This is an optimization exercise on Yosys and OpenROAD, whose aim is small area, not a production implementation. RTL that was checked went through simulation tests only; none was proved equivalent to the original. Function not checked in run 1: the RTL went through the layout flow alone.

==> design.v <==
`timescale 1ns / 1ps
module ACS(
    input  logic       rst,
    input  logic       clk,
    input  logic       enable,
    input  logic [5:0] cand0,
    input  logic [5:0] cand1,
    input  logic       add_pos,
    output logic [5:0] MN_out,
    output logic       decision
    );
    logic [5:0] r;
    logic       c;
    always_comb begin
        c = 1'b1;
        for (int i = 0; i < 6; i++) begin
            r[i] = cand0[i] ^ ~cand1[i] ^ c;
            c = (cand0[i] & ~cand1[i]) | (cand0[i] & c) | (~cand1[i] & c);
        end
    end
    assign decision = ~r[5] | ((r == 6'b100000) & add_pos);
    always_ff @(posedge clk, posedge rst)
    begin
        if (rst)
            MN_out <= '0;
        else if (enable)
            MN_out <= decision ? cand1 : cand0;
    end
endmodule
`timescale 1ns / 1ps
module branch_metric_unit(
    input  logic              rst,
    input  logic              clk,
    input  logic              enable,
    input  logic [2:0]        y1,
    input  logic [2:0]        y2,
    output logic signed [4:0] e,
    output logic signed [3:0] g,
    output logic signed [3:0] h,
    output logic              fneg
    );
    logic [5:0]        address;
    logic signed [4:0] e_n;
    logic signed [3:0] g_n, h_n;
    logic              fneg_n;
    assign address = {y2, y1};
    localparam logic [63:0] E0 = 64'h9a657ab5ad5ea659;
    localparam logic [63:0] E1 = 64'hb62ce99364c99234;
    localparam logic [63:0] E2 = 64'h8e1c1870e3c78e0c;
    localparam logic [63:0] E3 = 64'h7efcf8f0e0c08103;
    localparam logic [63:0] E4 = 64'hfefcf8f0e0c08000;
    localparam logic [63:0] G0 = 64'h651bc7efefc71b65;
    localparam logic [63:0] G1 = 64'h86e3f8ef003ff8e3;
    localparam logic [63:0] G2 = 64'hf8fcffef0000071f;
    localparam logic [63:0] G3 = 64'hffffffef00000000;
    localparam logic [63:0] H0 = 64'h3cbd99425abd7eff;
    localparam logic [63:0] H1 = 64'hf37377263694d555;
    localparam logic [63:0] H2 = 64'hf0f0f0e1f1733333;
    localparam logic [63:0] H3 = 64'hf0f0f0e0f0f0f0f0;
    localparam logic [63:0] FNEG0 = 64'h0080c0e0f0f8fcfe;
    assign e_n = {E4[address], E3[address], E2[address], E1[address], E0[address]};
    assign g_n = {G3[address], G2[address], G1[address], G0[address]};
    assign h_n = {H3[address], H2[address], H1[address], H0[address]};
    assign fneg_n = FNEG0[address];
    always_ff @(posedge clk)
    begin
        if (enable) begin
            e    <= e_n;
            g    <= g_n;
            h    <= h_n;
            fneg <= fneg_n;
        end
    end
endmodule
`timescale 1ns / 1ps
module state_metric_unit(
    input  logic              rst,
    input  logic              clk,
    input  logic              enable,
    input  logic signed [4:0] e,
    input  logic              fneg,
    input  logic signed [3:0] g,
    input  logic signed [3:0] h,
    output logic [7:0]        decision
    );
    function automatic logic [5:0] add6(input logic [5:0] a, input logic [5:0] b);
        logic       c;
        logic [5:0] s;
        c = 1'b0;
        for (int i = 0; i < 6; i++) begin
            s[i] = a[i] ^ b[i] ^ c;
            c = (a[i] & b[i]) | (a[i] & c) | (b[i] & c);
        end
        add6 = s;
    endfunction
    logic [5:0] M0, M1, M2, M3, M4, M5, M6, M7;
    logic [5:0] e6, g6, h6;
    logic [5:0] M0e, M1e, M6e, M7e;
    logic [5:0] M2g, M2h, M3g, M3h, M4g, M4h, M5g, M5h;
    logic [7:0] dec;
    logic [5:0] delta0;
    assign e6 = {e[4], e};
    assign g6 = {{2{g[3]}}, g};
    assign h6 = {{2{h[3]}}, h};
    assign M0e = add6(M0, e6);
    assign M1e = add6(M1, e6);
    assign M6e = add6(M6, e6);
    assign M7e = add6(M7, e6);
    assign M2g = add6(M2, g6);
    assign M2h = add6(M2, h6);
    assign M3g = add6(M3, g6);
    assign M3h = add6(M3, h6);
    assign M4g = add6(M4, g6);
    assign M4h = add6(M4, h6);
    assign M5g = add6(M5, g6);
    assign M5h = add6(M5, h6);
    ACS acs0 (.rst, .clk, .enable, .cand0(M0),  .cand1(M1e), .add_pos(e[4]),  .MN_out(M0), .decision(dec[0]));
    ACS acs1 (.rst, .clk, .enable, .cand0(M2g), .cand1(M3h), .add_pos(fneg),  .MN_out(M1), .decision(dec[1]));
    ACS acs2 (.rst, .clk, .enable, .cand0(M4h), .cand1(M5g), .add_pos(~fneg), .MN_out(M2), .decision(dec[2]));
    ACS acs3 (.rst, .clk, .enable, .cand0(M6e), .cand1(M7),  .add_pos(~e[4]), .MN_out(M3), .decision(dec[3]));
    ACS acs4 (.rst, .clk, .enable, .cand0(M0e), .cand1(M1),  .add_pos(~e[4]), .MN_out(M4), .decision(dec[4]));
    ACS acs5 (.rst, .clk, .enable, .cand0(M2h), .cand1(M3g), .add_pos(~fneg), .MN_out(M5), .decision(dec[5]));
    ACS acs6 (.rst, .clk, .enable, .cand0(M4g), .cand1(M5h), .add_pos(fneg),  .MN_out(M6), .decision(dec[6]));
    ACS acs7 (.rst, .clk, .enable, .cand0(M6),  .cand1(M7e), .add_pos(e[4]),  .MN_out(M7), .decision(dec[7]));
    assign delta0 = M0 - M1;
    assign decision = {dec[7:1], $signed(delta0) >= e};
endmodule
`timescale 1ns / 1ps
module survivor_path_stage
    (input  logic         rst,
     input  logic         clk,
     input  logic         hold,
     input  logic [7 : 0] take1,
     input  logic [7 : 0] take0,
     input  logic [7 : 0] data_in,
     output logic [7 : 0] reg_data);
    logic [7:0] next_data;
    always_comb
        for (int s = 0; s < 8; s++)
            next_data[s] = ~((take1[s] & data_in[2*(s%4)+1]) |
                             (take0[s] & data_in[2*(s%4)]) |
                             (hold & reg_data[s]));
    always_ff @(posedge clk)
    begin
        reg_data <= next_data;
    end
endmodule
`timescale 1ns / 1ps
module survivor_path
    (input  logic         rst,
     input  logic         clk,
     input  logic         enable,
     input  logic [7 : 0] data_in,
     output logic [7 : 0] data_out);
    logic       pol, hold;
    logic [7:0] take1, take0;
    logic [7:0] r0, stage0_next;
    logic [7:0] st [0:19];
    always_ff @(posedge clk, posedge rst)
    begin
        if (rst)
            pol <= 1'b0;
        else
            pol <= ~pol;
    end
    assign hold  = ~enable;
    assign take1 = {8{enable}} & data_in;
    assign take0 = {8{enable}} & ~data_in;
    assign stage0_next = ~(({8{enable}} & (data_in ^ {8{pol}})) | ({8{hold}} & r0));
    always_ff @(posedge clk)
    begin
        r0 <= stage0_next;
    end
    assign st[0] = r0;
    for (genvar k = 1; k < 20; k++) begin : stage
        survivor_path_stage u (.rst, .clk, .hold, .take1, .take0, .data_in(st[k-1]), .reg_data(st[k]));
    end
    always_comb
        for (int s = 0; s < 8; s++)
            data_out[s] = pol ^ (data_in[s] ? st[19][2*(s%4)+1] : st[19][2*(s%4)]);
endmodule
`timescale 1ns / 1ps
module viterbi_decoder(
    input  logic       rst,
    input  logic       clk,
    input  logic       enable,
    input  logic [2:0] y1,
    input  logic [2:0] y2,
    output logic       decoded_bit
    );
logic       enable_dly1, enable_dly2, enable_dly3;
logic signed [4:0] e;
logic              fneg;
logic signed [3:0] g, h;
logic [7:0] decision, final_decision;
always_ff @(posedge clk, posedge rst)
begin
    if(rst) begin
        enable_dly1 <= 1'b0;
        enable_dly2 <= 1'b0;
        enable_dly3 <= 1'b0;
    end
    else begin
        enable_dly1 <= enable;
        enable_dly2 <= enable_dly1;
        enable_dly3 <= enable_dly2;
    end
end
logic [4:0] advances;
logic       full;
assign full = (advances == 5'd20);
always_ff @(posedge clk, posedge rst)
begin
    if (rst)
        advances <= '0;
    else if (enable_dly3 && !full)
        advances <= advances + 5'd1;
end
branch_metric_unit BMU (.rst(rst), .clk(clk), .enable(enable_dly2), .y1(y1), .y2(y2),
                        .e(e), .g(g), .h(h), .fneg(fneg));
state_metric_unit SMU (.rst(rst), .clk(clk), .enable(enable_dly3),
                       .e(e), .g(g), .h(h), .fneg(fneg), .decision(decision));
survivor_path survivor_path_unit (.rst(rst), .clk(clk), .enable(enable_dly3),
                                  .data_in(decision), .data_out(final_decision));
assign decoded_bit = full & final_decision[0];
endmodule
==> run.sh <==
#!/bin/bash
# synth_recipe.tcl (not shown) runs the flow's synth.tcl, then flattens the netlist and writes it again
# the make line also repeats each setting of config.mk as NAME=value (left out here)
make -C /OpenROAD-flow-scripts/flow DESIGN_CONFIG=/design/flow/config.mk WORK_HOME=/design/flow/orfs CLKGATE_MAP_FILE= SYNTH_SCRIPT=/design/flow/synth_recipe.tcl finish
==> config.mk <==
export PLATFORM = sky130hd
export DESIGN_NAME = viterbi_decoder
export DESIGN_NICKNAME = viterbi_decoder
export VERILOG_FILES = /design/flow/design.v
export SDC_FILE = /design/flow/constraint.sdc
export NUM_CORES = 4
export LEC_CHECK = 0
export CAP_MARGIN = 20
export CORE_MARGIN = 2
export CORE_UTILIZATION = 40
export SLEW_MARGIN = 20
export SYNTH_HIERARCHICAL = 1
==> constraint.sdc <==
create_clock -name core_clock -period 4.5 [get_ports {clk}]
set_input_delay 0.9000 -clock core_clock [delete_from_list [all_inputs] [get_ports {clk}]]
set_output_delay 0.9000 -clock core_clock [all_outputs]
set_load 0.01 [all_outputs]
==> impl_metrics.toml, run 1 <==
[sta]
hold_viol = 0
tns_ps = 0
rsz0062_at_grt = "yes"
max_freq_mhz = 229
slew-limit-headroom = 0.289
finalCritPeriodShare = 0.969
finalSetupViolCount = 0
finalMaxSlewViolations = 0
tightest_slew_ps = 1070
period_minus_slack_ps = 4360
skew_ps = 16.3

[critical_path]
required_ps = 4920
rrSetupSlack_ps = 140
cp.arrival_ps = 4780
cp-end-kind = "register"
cp_max_fo = 9
start_kind = "register"
worst_r2r_endpoint = "survivor_path_unit.stage[1].u.reg_data[2]"
rr_worst_depth = 12
critPathKind = "register to register"
crit-reg2reg-launch = "BMU.h[0]"

[floorplanning]
design.core.area_um2 = 29900
row_count = 63
initial_core_util = 0.408
fp.dieW_um = 179
die_h_um = 179
die-area_um2 = 31900
io_pins = 10

[route]
route.met2.wl_um = 13700
detail_route.vias_per_cell = 6.10
dr_total_vias = 9015
highest_layer = "met4"
drt-met1-wl_um = 14400
drt_iter0_markers = 1121
first_pass_iters = 8
wl_um = 30600
antenna_left = 0
wl_per_cell_um = 20.7
drc = 0
route.met3.wl_um = 1820

[clocking]
holdBufCountCts = 0
htree_levels = 1
numCtsBuffers = 25
cts.sinks = 221
clock-root-buffer = "clkbuf_16"
tritoncts = "yes"
clkTransAtPathRegs_ps = 60
worstSkewPairLatency_ps = 540
clk_path_buf_depth = 3

[logic_synthesis]
yosysWarnings = 14
synthesis.area_um2 = 12200
syn_inst = 1031
postSynthAreaPerCell_um2 = 11.8
synth_nets = 1168

[place]
io_buffers = 9
dp_hpwl_um = 20500
gp_congestion = 0.872

[layout]
nets = 1205
drive_above_1_share = 0.169
fill_cells = 2691
antenna_cells = 0
syn_to_final_growth_pct = 13.9

[outcome]
outcome = "finished clean"

[grt]
grt_pass1_vias = 8890
grt_max_degree = 111
grt_pass1_wl_um = 48700
antenna_found_initial = 0
gr-total-overflow = 0
grt_use_total = 0.192

[min_path]
hold_end = "enable_dly2"
hold_depth = 0
worstHoldPathType = "register to register"
hold_start = "enable_dly1"

[job]
maxCapViolCount = 0
-- worst max-delay path: stages (launching register included) --
cell,delay [ps]
edfxtp_1,490
ha_1,260
fa_1,380
fa_1,560
inv_1,100
fa_1,440
fa_1,390
fa_1,490
nand4_1,120
o21ai_2,260
nor2_1,130
buf_2,290
a222oi_1,310
-- registers in the layout (all words and copies together) (netlist names) --
signal	flops
SMU.acs3.MN_out	6
advances	5
survivor_path_unit.r0	8
SMU.acs7.MN_out	6
BMU.h	4
SMU.acs1.MN_out	6
BMU.e	5
SMU.acs4.MN_out	6
survivor_path_unit.pol	1
SMU.acs5.MN_out	6
SMU.acs2.MN_out	6
survivor_path_unit.stage.u.reg_data	142
BMU.fneg	1
enable_dly2	1
enable_dly1	1
BMU.g	4
SMU.acs6.MN_out	6
enable_dly3	1
SMU.acs0.MN_out	6
-- layout make-up --
type | instances | area (um2) | share of cell area
sequential | 221 | 4850 | 0.349
clock inverter | 9 | 98.8 | 0.00711
multi-input combinational | 675 | 6760 | 0.487
tap | 390 | 488 | 0.0351
inverter | 76 | 288 | 0.0207
timing repair buffer | 69 | 634 | 0.0456
clock buffer | 37 | 772 | 0.0555
-- cell usage in the layout (no fill, tap or decap), drive strengths merged, types with 9 or more instances in the layout --
master / n
o221a: 40
nand2b: 14
a222oi: 142
inv: 79
ha: 47
mux2i: 22
nand2: 31
o21ai: 41
and2: 9
fa: 81
xnor2: 28
nand4: 10
nor2: 33
buf: 59
clkbuf: 39
nand3b: 41
edfxtp: 14
xor2: 10
a21oi: 31
dfrtp: 57
o211ai: 11
dfxtp: 150
-- what timing repair did --
item	CTS	global route
gates cloned	0	4
pin swaps	0	20
setup endpoints to repair	18	76
resized for setup	7	19
setup buffers	0	13
-- metal layers --
metal | vias up | track usage
met1 | 4543 | 0.282
met2 | 294 | 0.298
met5 | - | 0
met4 | 0 | 0.0535
li1 | 4130 | -
met3 | 48 | 0.0220
-- worst max path at each step --
| stage | start | end | cells after the start |
|---|---|---|---|
| floorplan | BMU.g[0] | survivor_path_unit.stage[10].u.reg_data[1] | 12 |
| global placement | BMU.e[0] | survivor_path_unit.stage[14].u.reg_data[7] | 10 |
| finish | BMU.h[0] | survivor_path_unit.stage[1].u.reg_data[2] | 12 |
| detailed placement | BMU.e[0] | survivor_path_unit.stage[14].u.reg_data[7] | 10 |
| CTS | SMU.acs0.MN_out[1] | decoded_bit | 13 |
| global route | BMU.h[0] | survivor_path_unit.stage[18].u.reg_data[2] | 12 |
-- per-stage QoR --
step | cell area (um2) | setup WS, ps | hold slack, ps | cells | utilization
finish | 13900 | 140 | 356 | 1477 | 0.465
global route | 13900 | -16.8 | 374 | 1477 | 0.465
CTS | 13700 | 41.3 | 360 | 1460 | 0.459
detailed placement | 12800 | -79.3 | 347 | 1414 | 0.429
global placement | 12800 | 24.2 | 333 | 1414 | 0.429
floorplan | 12200 | 169 | 331 | 1031 | -
==> run 2: changes to the inputs <==
--- a/design.v
+++ b/design.v
@@ -45,22 +45,5 @@
     logic              fneg_n;
     assign address = {y2, y1};
-    localparam logic [63:0] E0 = 64'h9a657ab5ad5ea659;
-    localparam logic [63:0] E1 = 64'hb62ce99364c99234;
-    localparam logic [63:0] E2 = 64'h8e1c1870e3c78e0c;
-    localparam logic [63:0] E3 = 64'h7efcf8f0e0c08103;
-    localparam logic [63:0] E4 = 64'hfefcf8f0e0c08000;
-    localparam logic [63:0] G0 = 64'h651bc7efefc71b65;
-    localparam logic [63:0] G1 = 64'h86e3f8ef003ff8e3;
-    localparam logic [63:0] G2 = 64'hf8fcffef0000071f;
-    localparam logic [63:0] G3 = 64'hffffffef00000000;
-    localparam logic [63:0] H0 = 64'h3cbd99425abd7eff;
-    localparam logic [63:0] H1 = 64'hf37377263694d555;
-    localparam logic [63:0] H2 = 64'hf0f0f0e1f1733333;
-    localparam logic [63:0] H3 = 64'hf0f0f0e0f0f0f0f0;
-    localparam logic [63:0] FNEG0 = 64'h0080c0e0f0f8fcfe;
-    assign e_n = {E4[address], E3[address], E2[address], E1[address], E0[address]};
-    assign g_n = {G3[address], G2[address], G1[address], G0[address]};
-    assign h_n = {H3[address], H2[address], H1[address], H0[address]};
-    assign fneg_n = FNEG0[address];
+    bm_table table_lookup (.address(address), .e_n(e_n), .g_n(g_n), .h_n(h_n), .fneg_n(fneg_n));
     always_ff @(posedge clk)
     begin
@@ -72,4 +55,161 @@
         end
     end
+endmodule
+module bm_table(address, e_n, g_n, h_n, fneg_n);
+  input [5:0] address;
+  output [4:0] e_n;
+  output [3:0] g_n;
+  output [3:0] h_n;
+  output fneg_n;
+  wire _000_, _001_, _002_, _003_, _004_, _005_, _006_, _007_, _008_, _009_, _010_, _011_, _012_, _013_, _014_, _015_, _016_, _017_, _018_, _019_, _020_, _021_, _022_, _023_, _024_, _025_, _026_, _027_, _028_, _029_, _030_, _031_, _032_, _033_, _034_, _035_, _036_, _037_, _038_, _039_, _040_, _041_, _042_, _043_, _044_, _045_, _046_, _047_, _048_, _049_, _050_, _051_, _052_, _053_, _054_, _055_, _056_, _057_, _058_, _059_, _060_, _061_, _062_, _063_, _064_, _065_, _066_, _067_, _068_, _069_, _070_, _071_, _072_, _073_, _074_, _075_, _076_, _077_, _078_, _079_, _080_, _081_, _082_, _083_, _084_, _085_, _086_, _087_, _088_, _089_, _090_, _091_, _092_, _093_, _094_, _095_, _096_, _097_, _098_, _099_, _100_, _101_, _102_, _103_, _104_, _105_, _106_, _107_, _108_, _109_, _110_, _111_, _112_, _113_, _114_, _115_, _116_, _117_, _118_, _119_, _120_, _121_, _122_, _123_, _124_, _125_, _126_, _127_, _128_, _129_, _130_, _131_, _132_, _133_, _134_;
+  assign _061_ = address[0] & address[3];
+  assign _062_ = ~(address[4] | address[1]);
+  assign _063_ = _062_ | ~(_061_);
+  assign _064_ = address[2] & ~(address[5]);
+  assign _065_ = _063_ | ~(_064_);
+  assign _066_ = address[1] & ~(address[4]);
+  assign _067_ = ~_066_;
+  assign _068_ = ~(address[5] | address[2]);
+  assign _069_ = address[0] | ~(address[3]);
+  assign _070_ = _069_ | ~(_068_);
+  assign _071_ = _067_ & ~(_070_);
+  assign _072_ = _065_ & ~(_071_);
+  assign _073_ = address[4] & ~(address[3]);
+  assign _074_ = address[5] & address[1];
+  assign _075_ = address[5] & address[2];
+  assign _076_ = _075_ | _066_;
+  assign _077_ = _076_ & ~(_074_);
+  assign _078_ = ~(_077_ | _073_);
+  assign _079_ = address[4] & address[2];
+  assign _080_ = address[1] & ~(address[0]);
+  assign _081_ = address[0] & ~(address[1]);
+  assign _082_ = _079_ ? _080_ : _081_;
+  assign _083_ = _082_ & ~(_078_);
+  assign _084_ = _072_ & ~(_083_);
+  assign _085_ = ~(address[0] | address[3]);
+  assign _086_ = _085_ & ~(address[1]);
+  assign _087_ = address[2] & ~(_086_);
+  assign _088_ = _085_ | ~(address[1]);
+  assign _089_ = ~(_088_ & _087_);
+  assign _090_ = address[0] & ~(address[3]);
+  assign _091_ = address[2] | ~(address[1]);
+  assign _092_ = _091_ & ~(_090_);
+  assign _093_ = _067_ & ~(_092_);
+  assign _094_ = _062_ & ~(_069_);
+  assign _095_ = _066_ & _061_;
+  assign _096_ = ~address[5];
+  assign _097_ = _073_ | _096_;
+  assign _098_ = _097_ | _095_;
+  assign _099_ = _098_ | _094_;
+  assign _100_ = _099_ | _093_;
+  assign _101_ = _089_ & ~(_100_);
+  assign h_n[0] = _084_ & ~(_101_);
+  assign _102_ = address[5] & ~(address[1]);
+  assign _103_ = address[4] & ~(address[1]);
+  assign _104_ = _103_ & _061_;
+  assign _105_ = ~(address[4] | address[0]);
+  assign _106_ = _105_ ? address[3] : _102_;
+  assign _107_ = ~(_106_ | _104_);
+  assign _108_ = _107_ & _102_;
+  assign h_n[3] = address[2] & ~(_108_);
+  assign _109_ = address[5] & ~(address[2]);
+  assign _110_ = ~(_109_ | _064_);
+  assign _111_ = address[4] & address[1];
+  assign _112_ = _111_ | ~(_063_);
+  assign _113_ = _112_ & ~(_110_);
+  assign e_n[4] = _113_ | _075_;
+  assign _114_ = _068_ & ~(_062_);
+  assign _115_ = _075_ & ~(_111_);
+  assign _116_ = _115_ | _114_;
+  assign _117_ = _069_ & ~(_090_);
+  assign _118_ = ~(_103_ | _066_);
+  assign _119_ = _118_ | ~(_110_);
+  assign e_n[0] = _117_ ? _119_ : _116_;
+  assign _120_ = _074_ & _069_;
+  assign _121_ = address[4] & ~(_120_);
+  assign _122_ = ~(_121_ | _087_);
+  assign _123_ = _075_ & ~(_122_);
+  assign g_n[3] = _123_ | _109_;
+  assign _124_ = _085_ | _075_;
+  assign _125_ = _085_ & ~(_068_);
+  assign _126_ = _125_ | _118_;
+  assign _127_ = _124_ & ~(_126_);
+  assign _128_ = ~_061_;
+  assign _129_ = _118_ & ~(_110_);
+  assign _130_ = _061_ & ~(_114_);
+  assign _131_ = _129_ ? _128_ : _130_;
+  assign _132_ = _131_ | _127_;
+  assign _133_ = _116_ & ~(_117_);
+  assign _134_ = ~address[4];
+  assign _000_ = ~(address[1] | address[2]);
+  assign _001_ = _000_ | _134_;
+  assign _002_ = _133_ & ~(_001_);
+  assign _003_ = _002_ | _108_;
+  assign e_n[1] = _003_ | _132_;
+  assign _004_ = _073_ & ~(e_n[4]);
+  assign _005_ = _061_ | ~(_062_);
+  assign _006_ = _075_ & ~(_005_);
+  assign _007_ = _006_ | _113_;
+  assign _008_ = _087_ | ~(_121_);
+  assign _009_ = _007_ & ~(_008_);
+  assign _010_ = _087_ & ~(_121_);
+  assign _011_ = ~address[3];
+  assign _012_ = ~(_074_ & _134_);
+  assign _013_ = _000_ | _081_;
+  assign _014_ = _012_ & ~(_013_);
+  assign _015_ = _011_ & ~(_014_);
+  assign _016_ = _015_ | _095_;
+  assign _017_ = _016_ | _010_;
+  assign _018_ = _017_ | _009_;
+  assign g_n[1] = _018_ | _004_;
+  assign _019_ = _068_ & ~(_118_);
+  assign _020_ = _019_ | _007_;
+  assign _021_ = _061_ & ~(_129_);
+  assign _022_ = _116_ ? _085_ : _021_;
+  assign e_n[2] = _022_ | _020_;
+  assign _023_ = _090_ | _066_;
+  assign _024_ = _109_ | _103_;
+  assign _025_ = _023_ & ~(_024_);
+  assign fneg_n = _025_ | _064_;
+  assign _026_ = _000_ & _107_;
+  assign _027_ = _079_ | _062_;
+  assign _028_ = address[1] & ~(address[5]);
+  assign _029_ = _028_ & _090_;
+  assign _030_ = _029_ | address[5];
+  assign _031_ = _027_ & ~(_030_);
+  assign _032_ = _031_ | _123_;
+  assign h_n[2] = _032_ | _026_;
+  assign _033_ = ~(_028_ & _061_);
+  assign _034_ = ~(_122_ ^ _075_);
+  assign g_n[2] = _033_ & ~(_034_);
+  assign _035_ = _061_ | ~(_068_);
+  assign _036_ = ~(_113_ | _062_);
+  assign _037_ = _036_ | ~(_090_);
+  assign _038_ = _104_ | ~(address[2]);
+  assign _039_ = _012_ & ~(_038_);
+  assign _040_ = ~(_039_ | _113_);
+  assign _041_ = _037_ & ~(_040_);
+  assign _042_ = _035_ & ~(_041_);
+  assign _043_ = _011_ & ~(_074_);
+  assign _044_ = _043_ | _078_;
+  assign _045_ = address[1] | ~(address[2]);
+  assign _046_ = _045_ | _106_;
+  assign _047_ = _046_ & ~(address[0]);
+  assign _048_ = _084_ & ~(_047_);
+  assign _049_ = _044_ & ~(_048_);
+  assign g_n[0] = _049_ | _042_;
+  assign _050_ = _116_ | ~(_021_);
+  assign _051_ = _114_ | ~(_110_);
+  assign _052_ = _050_ & ~(_051_);
+  assign e_n[3] = _052_ | _007_;
+  assign _053_ = _080_ & ~(e_n[4]);
+  assign _054_ = _134_ & ~(_072_);
+  assign _055_ = _028_ ^ _090_;
+  assign _056_ = _079_ & ~(_055_);
+  assign _057_ = ~(_105_ & _096_);
+  assign _058_ = ~(_057_ & _107_);
+  assign _059_ = _058_ | _056_;
+  assign _060_ = _059_ | _054_;
+  assign h_n[1] = _060_ | _053_;
 endmodule
 `timescale 1ns / 1ps
@@ -99,5 +239,5 @@
     logic [5:0] M2g, M2h, M3g, M3h, M4g, M4h, M5g, M5h;
     logic [7:0] dec;
-    logic [5:0] delta0;
+    logic signed [5:0] delta0;
     assign e6 = {e[4], e};
     assign g6 = {{2{g[3]}}, g};
@@ -124,5 +264,5 @@
     ACS acs7 (.rst, .clk, .enable, .cand0(M6),  .cand1(M7e), .add_pos(e[4]),  .MN_out(M7), .decision(dec[7]));
     assign delta0 = M0 - M1;
-    assign decision = {dec[7:1], $signed(delta0) >= e};
+    assign decision = {dec[7:1], delta0 >= e};
 endmodule
 `timescale 1ns / 1ps
--- a/config.mk
+++ b/config.mk
@@ -9,4 +9,6 @@
 export CORE_MARGIN = 2
 export CORE_UTILIZATION = 40
+export CTS_BUF_LIST = sky130_fd_sc_hd__clkbuf_4 sky130_fd_sc_hd__clkbuf_8
+export CTS_CLUSTER_SIZE = 30
 export SLEW_MARGIN = 20
 export SYNTH_HIERARCHICAL = 1
==> impl_metrics.toml, run 2 <==
[grt]
gr-total-overflow = 0
grt_max_degree = 126
grt_use_total = 0.189
antenna_found_initial = 0
grt_pass1_vias = 8356
grt_pass1_wl_um = 46500

[critical_path]
required_ps = 4850
cp.arrival_ps = 4750
cp-end-kind = "register"
start_kind = "register"
cp_max_fo = 17
critPathKind = "register to register"

[sta]
finalCritPeriodShare = 0.977
max_freq_mhz = 227
holdWs_ps = 348
finalSetupViolCount = 0
hold_viol = 0
skew_ps = 18.2
tightest_slew_ps = 1110
period_minus_slack_ps = 4400
finalMaxSlewViolations = 0
slew-limit-headroom = 0.262
setup_ws_ps = 104

[outcome]
outcome = "finished clean"

[clocking]
cts.sinks = 221
htree_levels = 2
clkTransAtPathRegs_ps = 60
worstSkewPairLatency_ps = 550
holdBufCountCts = 0
clock-root-buffer = "clkbuf_8"
clk_path_buf_depth = 3
numCtsBuffers = 38
tritoncts = "yes"

[route]
detail_route.vias_per_cell = 6.05
dr_total_vias = 8605
wl_um = 30000
drt_iter0_markers = 1229
drc = 0
first_pass_iters = 11
antenna_left = 0
wl_per_cell_um = 21.1

[layout]
nets = 1148
mostFrequentLayoutCells = "dfxtp_1 (150), a222oi_1 (142), inv_1 (76)"
largest_reg_flops = 142
stdcell_area_um2 = 13500
drive_above_1_share = 0.208
syn_to_final_growth_pct = 15.9
top_regs = "survivor_path_unit.stage.u.reg_data: 142 flops, survivor_path_unit.r0: 8 flops"
final_cells = 1422
fill_cells = 2669
antenna_cells = 0
layout_commonest_cell = "dfxtp_1"
regMostFlops = "survivor_path_unit.stage.u.reg_data"

[floorplanning]
design.core.area_um2 = 28700
die_h_um = 175
die-area_um2 = 30600
initial_core_util = 0.407
io_pins = 10
fp.dieW_um = 175
row_count = 62

[logic_synthesis]
synthesis.area_um2 = 11700
postSynthAreaPerCell_um2 = 12.4
synth_nets = 1079
syn_inst = 941
yosysWarnings = 14

[place]
place_ws_ps = 89.4
io_buffers = 9
place_area_um2 = 12400
gp_congestion = 0.871
dp_hpwl_um = 19400
dp.cells = 1324

[min_path]
worstHoldPathType = "register to register"

[job]
maxCapViolCount = 0
## run 2: routing by layer
metal,share of wire,GRT usage
met5,0,0
met4,0.022,0.0573
met3,0.073,0.0242
met2,0.45,0.288
met1,0.46,0.281
## run 2: what timing repair did
action,CTS,global route
setup buffers,1,19
endpoints found under the setup margin,1,74
pin swaps,1,23
gates resized for setup,6,46
cloned,0,10
## run 2: path summary, 6_finish.rpt
| kind | start | end | slack [ps] | cells after the start |
|---|---|---|---|---|
| max | BMU.g[0] | survivor_path_unit.stage[1].u.reg_data[6] | 100 | 14 |
| min reg2reg | enable_dly1 | enable_dly2 | 350 | 0 |
| max reg2reg | BMU.g[0] | survivor_path_unit.stage[1].u.reg_data[6] | 100 | 14 |
| min in group asynchronous | rst | survivor_path_unit.pol | 1030 | 2 |
| max in group asynchronous | rst | enable_dly3 | 2990 | 2 |
| min | enable_dly1 | enable_dly2 | 350 | 0 |
## run 2: metrics by stage
step                 util  TNS [ps]
floorplan               -         0
global placement    0.431         0
detailed placement  0.431         0
CTS                 0.459         0
global route        0.472      -325
finish              0.472         0
## run 2: cell type report
class | instances | area [um2] | area share
clock inverter | 7 | 50.0 | 0.00370
inverter | 77 | 292 | 0.0215
clock buffer | 61 | 739 | 0.0546
sequential | 221 | 4860 | 0.359
timing repair buffer | 74 | 749 | 0.0554
tap | 384 | 480 | 0.0355
multi-input combinational | 598 | 6370 | 0.471
## run 2: worst max-delay path, stage by stage, from the launching register on
cell and delay (ps):
edfxtp_1 420, buf_4 170, ha_1 200, fa_1 430, fa_2 560, inv_1 60
fa_1 440, fa_1 390, fa_1 510, nand4_1 210, o21ai_4 250, buf_4 140
and2_1 160, buf_12 160, a222oi_1 110
==> run 3: changes to the inputs <==
--- a/config.mk
+++ b/config.mk
@@ -9,6 +9,4 @@
 export CORE_MARGIN = 2
 export CORE_UTILIZATION = 40
-export CTS_BUF_LIST = sky130_fd_sc_hd__clkbuf_4 sky130_fd_sc_hd__clkbuf_8
-export CTS_CLUSTER_SIZE = 30
 export SLEW_MARGIN = 20
 export SYNTH_HIERARCHICAL = 1
==> impl_metrics.toml, run 3 <==
[sta]
tightest_slew_ps = 1070
finalMaxSlewViolations = 0
finalSetupViolCount = 0
slew-limit-headroom = 0.287
hold_viol = 0
finalCritPeriodShare = 0.974
skew_ps = 12.7
max_freq_mhz = 228
period_minus_slack_ps = 4390

[grt]
gr-total-overflow = 0
grt_pass1_wl_um = 46300
antenna_found_initial = 0
grt_max_degree = 126
grt_pass1_vias = 8245
grt_use_total = 0.187

[clocking]
clock-root-buffer = "clkbuf_16"
numCtsBuffers = 23
holdBufCountCts = 0
tritoncts = "yes"
worstSkewPairLatency_ps = 530
htree_levels = 1
cts.sinks = 221
clk_path_buf_depth = 3
clkTransAtPathRegs_ps = 60

[layout]
antenna_cells = 0
register_area_um2 = 4860
top_regs = "survivor_path_unit.stage.u.reg_data: 142 flops, survivor_path_unit.r0: 8 flops"
regMostFlops = "survivor_path_unit.stage.u.reg_data"
syn_to_final_growth_pct = 15.1
stdcell_area_um2 = 13400
mostFrequentLayoutCells = "dfxtp_1 (150), a222oi_1 (142), inv_1 (76)"
drive_above_1_share = 0.177
layout_commonest_cell = "dfxtp_1"
nets = 1131
largest_reg_flops = 142
multiInputGateArea_um2 = 6360
fill_cells = 2663

[logic_synthesis]
yosysWarnings = 14
synthesis.area_um2 = 11700
synth_nets = 1079
postSynthAreaPerCell_um2 = 12.4
syn_inst = 941

[route]
wl_um = 29200
antenna_left = 0
drt_iter0_markers = 1226
dr_total_vias = 8446
first_pass_iters = 10
detail_route.vias_per_cell = 6.06
wl_per_cell_um = 21.0
drc = 0

[floorplanning]
io_pins = 10
row_count = 62
fp.dieW_um = 175
die_h_um = 175
die-area_um2 = 30600
design.core.area_um2 = 28700
initial_core_util = 0.407

[place]
io_buffers = 9
place_area_um2 = 12400
dp_hpwl_um = 19400
gp_congestion = 0.871

[critical_path]
max_stage_delay_ps = 560
cp_slowest_cell = "fa_2"
required_ps = 4850
critPathKind = "register to register"
cp.arrival_ps = 4740
path_cells = "buf_4 > ha_1 > fa_1 > fa_2 > inv_1 > fa_1 > fa_1 > fa_1 > nand4_1 > o21ai_4 > buf_4 > and2_1 > buf_12 > a222oi_1"
cp-end-kind = "register"
cp_max_fo = 17
start_kind = "register"
cpMostUsedCell = "fa_1"

[min_path]
worstHoldPathType = "register to register"

[job]
maxCapViolCount = 0

[outcome]
outcome = "finished clean"
run 3: worst paths after layout:
check	from	end	slack [ps]	depth (start not counted)
min	enable_dly1	enable_dly2	350	0
min reg2reg	enable_dly1	enable_dly2	350	0
max reg2reg	BMU.g[0]	survivor_path_unit.stage[12].u.reg_data[6]	110	14
max in group asynchronous	rst	enable_dly3	2960	2
max	BMU.g[0]	survivor_path_unit.stage[12].u.reg_data[6]	110	14
min in group asynchronous	rst	survivor_path_unit.pol	1050	2
run 3: routing by layer:
metal  share of wire  track usage  up-vias
li1                -            -     3839
met1            0.47        0.282     4266
met4           0.019       0.0451        0
met3           0.064       0.0183       38
met5               0            0        -
met2            0.45        0.290      303
run 3: metrics by stage:
stage	util	worst slack (ps)	instances	TNS, ps	hold WS, ps
2_1_floorplan	-	169	941	0	331
3_3_place_gp	0.431	116	1324	0	333
3_5_place_dp	0.431	89.4	1324	0	340
4_1_cts	0.458	21.7	1365	0	354
5_1_grt	0.469	-13.7	1393	-58.4	365
6_report	0.469	115	1393	0	350
run 3: critical path: cells and delay by family, from the launching register on:
kind	cells	cell delay, ps
adder cells (fa/ha/maj)	6	2520
buffers and inverters	4	530
flip-flops	1	420
AND/OR/NAND/NOR	2	370
AO/OA/AOI/OAI	2	360
run 3: what timing repair did:
item	in CTS	in global routing
cloned	0	8
setup endpoints to repair	1	62
pin swaps	1	19
resized for setup	6	39
buffers inserted	0	20
run 3: final cells by class:
| class | instances | area share |
|---|---|---|
| Multi-Input combinational cell | 598 | 0.473 |
| Sequential cell | 221 | 0.361 |
| Timing Repair Buffer | 72 | 0.0522 |
| Clock buffer | 36 | 0.0509 |
| Tap cell | 384 | 0.0357 |
| Inverter | 77 | 0.0217 |
| Clock inverter | 5 | 0.00521 |
==> run 4: changes to the inputs <==
--- a/design.v
+++ b/design.v
@@ -8,4 +8,5 @@
     input  logic       add_pos,
     output logic [5:0] MN_out,
+    output logic [5:0] MN_out_n,
     output logic       decision
     );
@@ -20,11 +21,36 @@
     end
     assign decision = ~r[5] | ((r == 6'b100000) & add_pos);
+    metric_register state_metric (.rst, .clk, .take1(enable & decision), .take0(enable & ~decision),
+                                  .hold(~enable), .cand1, .cand0, .MN(MN_out), .MN_n(MN_out_n));
+endmodule
+module metric_register(
+    input  logic       rst,
+    input  logic       clk,
+    input  logic       take1,
+    input  logic       take0,
+    input  logic       hold,
+    input  logic [5:0] cand1,
+    input  logic [5:0] cand0,
+    output logic [5:0] MN,
+    output logic [5:0] MN_n
+    );
     always_ff @(posedge clk, posedge rst)
     begin
         if (rst)
-            MN_out <= '0;
-        else if (enable)
-            MN_out <= decision ? cand1 : cand0;
+            MN_n <= '0;
+        else
+            MN_n <= ~(({6{take1}} & cand1) | ({6{take0}} & cand0) | ({6{hold}} & MN));
     end
+    assign MN = ~MN_n;
+endmodule
+module decision_pair0(
+    input  logic [5:0]        M0_n,
+    input  logic [5:0]        M1_n,
+    input  logic signed [4:0] e,
+    output logic              decision
+    );
+    logic signed [5:0] delta;
+    assign delta = M1_n - M0_n;
+    assign decision = (delta >= e);
 endmodule
 `timescale 1ns / 1ps
@@ -222,5 +248,6 @@
     input  logic signed [3:0] g,
     input  logic signed [3:0] h,
-    output logic [7:0]        decision
+    output logic [7:0]        decision,
+    output logic              decision0_out
     );
     function automatic logic [5:0] add6(input logic [5:0] a, input logic [5:0] b);
@@ -235,9 +262,10 @@
     endfunction
     logic [5:0] M0, M1, M2, M3, M4, M5, M6, M7;
+    logic [5:0] M0_n, M1_n;
     logic [5:0] e6, g6, h6;
     logic [5:0] M0e, M1e, M6e, M7e;
     logic [5:0] M2g, M2h, M3g, M3h, M4g, M4h, M5g, M5h;
-    logic [7:0] dec;
-    logic signed [5:0] delta0;
+    logic [7:1] dec;
+    logic       d0;
     assign e6 = {e[4], e};
     assign g6 = {{2{g[3]}}, g};
@@ -255,14 +283,16 @@
     assign M5g = add6(M5, g6);
     assign M5h = add6(M5, h6);
-    ACS acs0 (.rst, .clk, .enable, .cand0(M0),  .cand1(M1e), .add_pos(e[4]),  .MN_out(M0), .decision(dec[0]));
-    ACS acs1 (.rst, .clk, .enable, .cand0(M2g), .cand1(M3h), .add_pos(fneg),  .MN_out(M1), .decision(dec[1]));
-    ACS acs2 (.rst, .clk, .enable, .cand0(M4h), .cand1(M5g), .add_pos(~fneg), .MN_out(M2), .decision(dec[2]));
-    ACS acs3 (.rst, .clk, .enable, .cand0(M6e), .cand1(M7),  .add_pos(~e[4]), .MN_out(M3), .decision(dec[3]));
-    ACS acs4 (.rst, .clk, .enable, .cand0(M0e), .cand1(M1),  .add_pos(~e[4]), .MN_out(M4), .decision(dec[4]));
-    ACS acs5 (.rst, .clk, .enable, .cand0(M2h), .cand1(M3g), .add_pos(~fneg), .MN_out(M5), .decision(dec[5]));
-    ACS acs6 (.rst, .clk, .enable, .cand0(M4g), .cand1(M5h), .add_pos(fneg),  .MN_out(M6), .decision(dec[6]));
-    ACS acs7 (.rst, .clk, .enable, .cand0(M6),  .cand1(M7e), .add_pos(e[4]),  .MN_out(M7), .decision(dec[7]));
-    assign delta0 = M0 - M1;
-    assign decision = {dec[7:1], delta0 >= e};
+    decision_pair0 dp0     (.M0_n, .M1_n, .e, .decision(d0));
+    assign decision0_out = d0;
+    metric_register acs0 (.rst, .clk, .take1(enable & d0), .take0(enable & ~d0), .hold(~enable),
+                          .cand1(M1e), .cand0(M0), .MN(M0), .MN_n(M0_n));
+    ACS acs1 (.rst, .clk, .enable, .cand0(M2g), .cand1(M3h), .add_pos(fneg),  .MN_out(M1), .MN_out_n(M1_n), .decision(dec[1]));
+    ACS acs2 (.rst, .clk, .enable, .cand0(M4h), .cand1(M5g), .add_pos(~fneg), .MN_out(M2), .MN_out_n(), .decision(dec[2]));
+    ACS acs3 (.rst, .clk, .enable, .cand0(M6e), .cand1(M7),  .add_pos(~e[4]), .MN_out(M3), .MN_out_n(), .decision(dec[3]));
+    ACS acs4 (.rst, .clk, .enable, .cand0(M0e), .cand1(M1),  .add_pos(~e[4]), .MN_out(M4), .MN_out_n(), .decision(dec[4]));
+    ACS acs5 (.rst, .clk, .enable, .cand0(M2h), .cand1(M3g), .add_pos(~fneg), .MN_out(M5), .MN_out_n(), .decision(dec[5]));
+    ACS acs6 (.rst, .clk, .enable, .cand0(M4g), .cand1(M5h), .add_pos(fneg),  .MN_out(M6), .MN_out_n(), .decision(dec[6]));
+    ACS acs7 (.rst, .clk, .enable, .cand0(M6),  .cand1(M7e), .add_pos(e[4]),  .MN_out(M7), .MN_out_n(), .decision(dec[7]));
+    assign decision = {dec[7:1], d0};
 endmodule
 `timescale 1ns / 1ps
@@ -291,6 +321,8 @@
      input  logic         clk,
      input  logic         enable,
+     input  logic         full,
      input  logic [7 : 0] data_in,
-     output logic [7 : 0] data_out);
+     output logic         out0,
+     output logic         out1);
     logic       pol, hold;
     logic [7:0] take1, take0;
@@ -316,7 +348,6 @@
         survivor_path_stage u (.rst, .clk, .hold, .take1, .take0, .data_in(st[k-1]), .reg_data(st[k]));
     end
-    always_comb
-        for (int s = 0; s < 8; s++)
-            data_out[s] = pol ^ (data_in[s] ? st[19][2*(s%4)+1] : st[19][2*(s%4)]);
+    assign out0 = full & (pol ^ st[19][0]);
+    assign out1 = full & (pol ^ st[19][1]);
 endmodule
 `timescale 1ns / 1ps
@@ -333,5 +364,6 @@
 logic              fneg;
 logic signed [3:0] g, h;
-logic [7:0] decision, final_decision;
+logic [7:0] decision;
+logic       decision0_out, out0, out1;
 always_ff @(posedge clk, posedge rst)
 begin
@@ -360,7 +392,8 @@
                         .e(e), .g(g), .h(h), .fneg(fneg));
 state_metric_unit SMU (.rst(rst), .clk(clk), .enable(enable_dly3),
-                       .e(e), .g(g), .h(h), .fneg(fneg), .decision(decision));
-survivor_path survivor_path_unit (.rst(rst), .clk(clk), .enable(enable_dly3),
-                                  .data_in(decision), .data_out(final_decision));
-assign decoded_bit = full & final_decision[0];
+                       .e(e), .g(g), .h(h), .fneg(fneg), .decision(decision),
+                       .decision0_out(decision0_out));
+survivor_path survivor_path_unit (.rst(rst), .clk(clk), .enable(enable_dly3), .full(full),
+                                  .data_in(decision), .out0(out0), .out1(out1));
+assign decoded_bit = decision0_out ? out1 : out0;
 endmodule
==> impl_metrics.toml, run 4 <==
[clocking]
clk_path_buf_depth = 3
holdBufCountCts = 0
cts.sinks = 221
worstSkewPairLatency_ps = 530
tritoncts = "yes"
clkTransAtPathRegs_ps = 60
clock-root-buffer = "clkbuf_16"
htree_levels = 1
numCtsBuffers = 24

[floorplanning]
die_h_um = 172
fp.dieW_um = 172
io_pins = 10
design.core.area_um2 = 27700
die-area_um2 = 29500
row_count = 61
initial_core_util = 0.406

[place]
dp_hpwl_um = 18800
io_buffers = 9
place_area_um2 = 11800
gp_congestion = 0.898
place_ws_ps = -63.2

[critical_path]
start_kind = "register"
critPathKind = "register to register"
cpMostUsedCell = "fa_1"
max_stage_delay_ps = 530
path_delay_family = "adder cells"
critPathBufInv = 3
path_cells = "buf_4 > ha_1 > fa_1 > fa_1 > fa_1 > fa_1 > inv_1 > fa_1 > nand4_1 > o21ai_2 > nor2_1 > buf_4 > a222oi_1"
rr_worst_depth = 13
rrSetupSlack_ps = 190
worst_r2r_endpoint = "survivor_path_unit.stage[13].u.reg_data[5]"
crit-reg2reg-launch = "BMU.h[0]"
cp.arrival_ps = 4730
required_ps = 4910
cp-end-kind = "register"
cp_max_fo = 17
cp_slowest_cell = "fa_1"

[layout]
drive_above_1_share = 0.0866
fill_cells = 2509
layout_commonest_cell = "a222oi_1"
final_util = 0.455
top_regs = "survivor_path_unit.stage.u.reg_data: 142 flops, survivor_path_unit.r0: 8 flops"
stdcell_area_um2 = 12600
largest_reg_flops = 142
nets = 1063
syn_to_final_growth_pct = 12.3
regMostFlops = "survivor_path_unit.stage.u.reg_data"
antenna_cells = 0
mostFrequentLayoutCells = "a222oi_1 (190), dfxtp_1 (150), inv_1 (127)"

[route]
drc = 0
drt_iter0_markers = 1413
antenna_left = 0
dr_total_vias = 8011
highest_layer = "met4"
route.met3.wl_um = 1930
wl_um = 27300
first_pass_iters = 10
detail_route.vias_per_cell = 6.05
route.met2.wl_um = 12300
wl_per_cell_um = 20.6
drt-met1-wl_um = 12600

[sta]
finalMaxSlewViolations = 0
rsz0062_at_grt = "yes"
period_minus_slack_ps = 4310
max_freq_mhz = 232
tns_ps = 0
finalSetupViolCount = 0
skew_ps = 14.8
setup_ws_ps = 186
finalCritPeriodShare = 0.959
hold_viol = 0
slew-limit-headroom = 0.323
tightest_slew_ps = 1020

[logic_synthesis]
synthesis.area_um2 = 11200
postSynthAreaPerCell_um2 = 12.5
yosysWarnings = 15
synth_nets = 1034
syn_inst = 901

[grt]
grt_max_degree = 104
grt_pass1_wl_um = 44600
antenna_found_initial = 0
grt_pass1_vias = 7914
gr-total-overflow = 0
grt_use_total = 0.191

[outcome]
outcome = "finished clean"

[min_path]
worstHoldPathType = "register to register"
hold_end = "enable_dly2"
hold_depth = 0
hold_start = "enable_dly1"

[job]
maxCapViolCount = 0
## run 4: worst max path at each step
| stage | startpoint | to | slack (ps) | cells past startpoint |
|---|---|---|---|---|
| 2_1_floorplan | BMU.h[0] | survivor_path_unit.stage[10].u.reg_data[2] | 390 | 11 |
| 3_3_place_gp | BMU.h[0] | survivor_path_unit.stage[2].u.reg_data[2] | -20 | 11 |
| 3_5_place_dp | BMU.h[0] | survivor_path_unit.stage[17].u.reg_data[2] | -60 | 11 |
| 4_1_cts | BMU.g[0] | survivor_path_unit.stage[15].u.reg_data[6] | 20 | 11 |
| 5_1_grt | BMU.g[0] | survivor_path_unit.stage[15].u.reg_data[6] | -10 | 13 |
| 6_report | BMU.h[0] | survivor_path_unit.stage[13].u.reg_data[5] | 190 | 13 |
## run 4: layer usage
layer  up-vias  track usage
li1       3632            -
met1      4010        0.284
met2       339        0.293
met3        30       0.0278
met4         0       0.0453
met5         -            0
## run 4: layout make-up
type	instances	area, um2	area share
multi-input combinational	523	5760	0.457
sequential	221	4850	0.384
clock buffer	37	742	0.0588
inverter	129	487	0.0386
tap	378	473	0.0375
timing repair buffer	31	262	0.0207
clock inverter	6	45.0	0.00357
## run 4: timing repair
item	4_1_cts	5_1_grt
cloned	0	0
pin swaps	0	0
endpoints found under the setup margin	19	25
resized for setup	2	6
setup buffers	0	1
## run 4: per-stage QoR
step / hold slack (ps) / cells
after CTS: 357 / 1324
after global routing: 373 / 1325
after floorplan: 331 / 901
final: 356 / 1325
after detailed placement: 344 / 1281
after global placement: 334 / 1281
## run 4: worst register-to-register path: stages (launching register included)
cell	delay (ps)
edfxtp_1	470
buf_4	190
ha_1	200
fa_1	380
fa_1	390
fa_1	400
fa_1	530
inv_1	70
fa_1	540
nand4_1	130
o21ai_2	260
nor2_1	70
buf_4	260
a222oi_1	330

static timing again, ports no longer ideal:
Ports are ideal in the flow. The routed layouts listed here were re-timed in OpenROAD.
Step 1: set_driving_cell puts a clkbuf_16 on clk and a buf_2 on each other input, an assumption about the parent block.
Step 2 adds t to the input delays and takes it off the output delays; t is the mean of the earliest and latest rising clock arrival at the registers after step 1. Input paths then give back, and output paths get back, about the clock's delay inside the block.
a / b / c = ideal / step 1 / step 2; a / b = the first two.
run	t, ns	setup WS [ns]	clock arrival spread, ns
run 1	0.581	0.140 / 0.127 / 0.140	0.016 / 0.016
run 2	0.579	0.104 / 0.104 / 0.104	0.019 / 0.019
run 3	0.569	0.115 / 0.098 / 0.115	0.013 / 0.013
run 4	0.565	0.186 / 0.186 / 0.186	0.015 / 0.015
After both steps setup and hold are still met in every run listed.
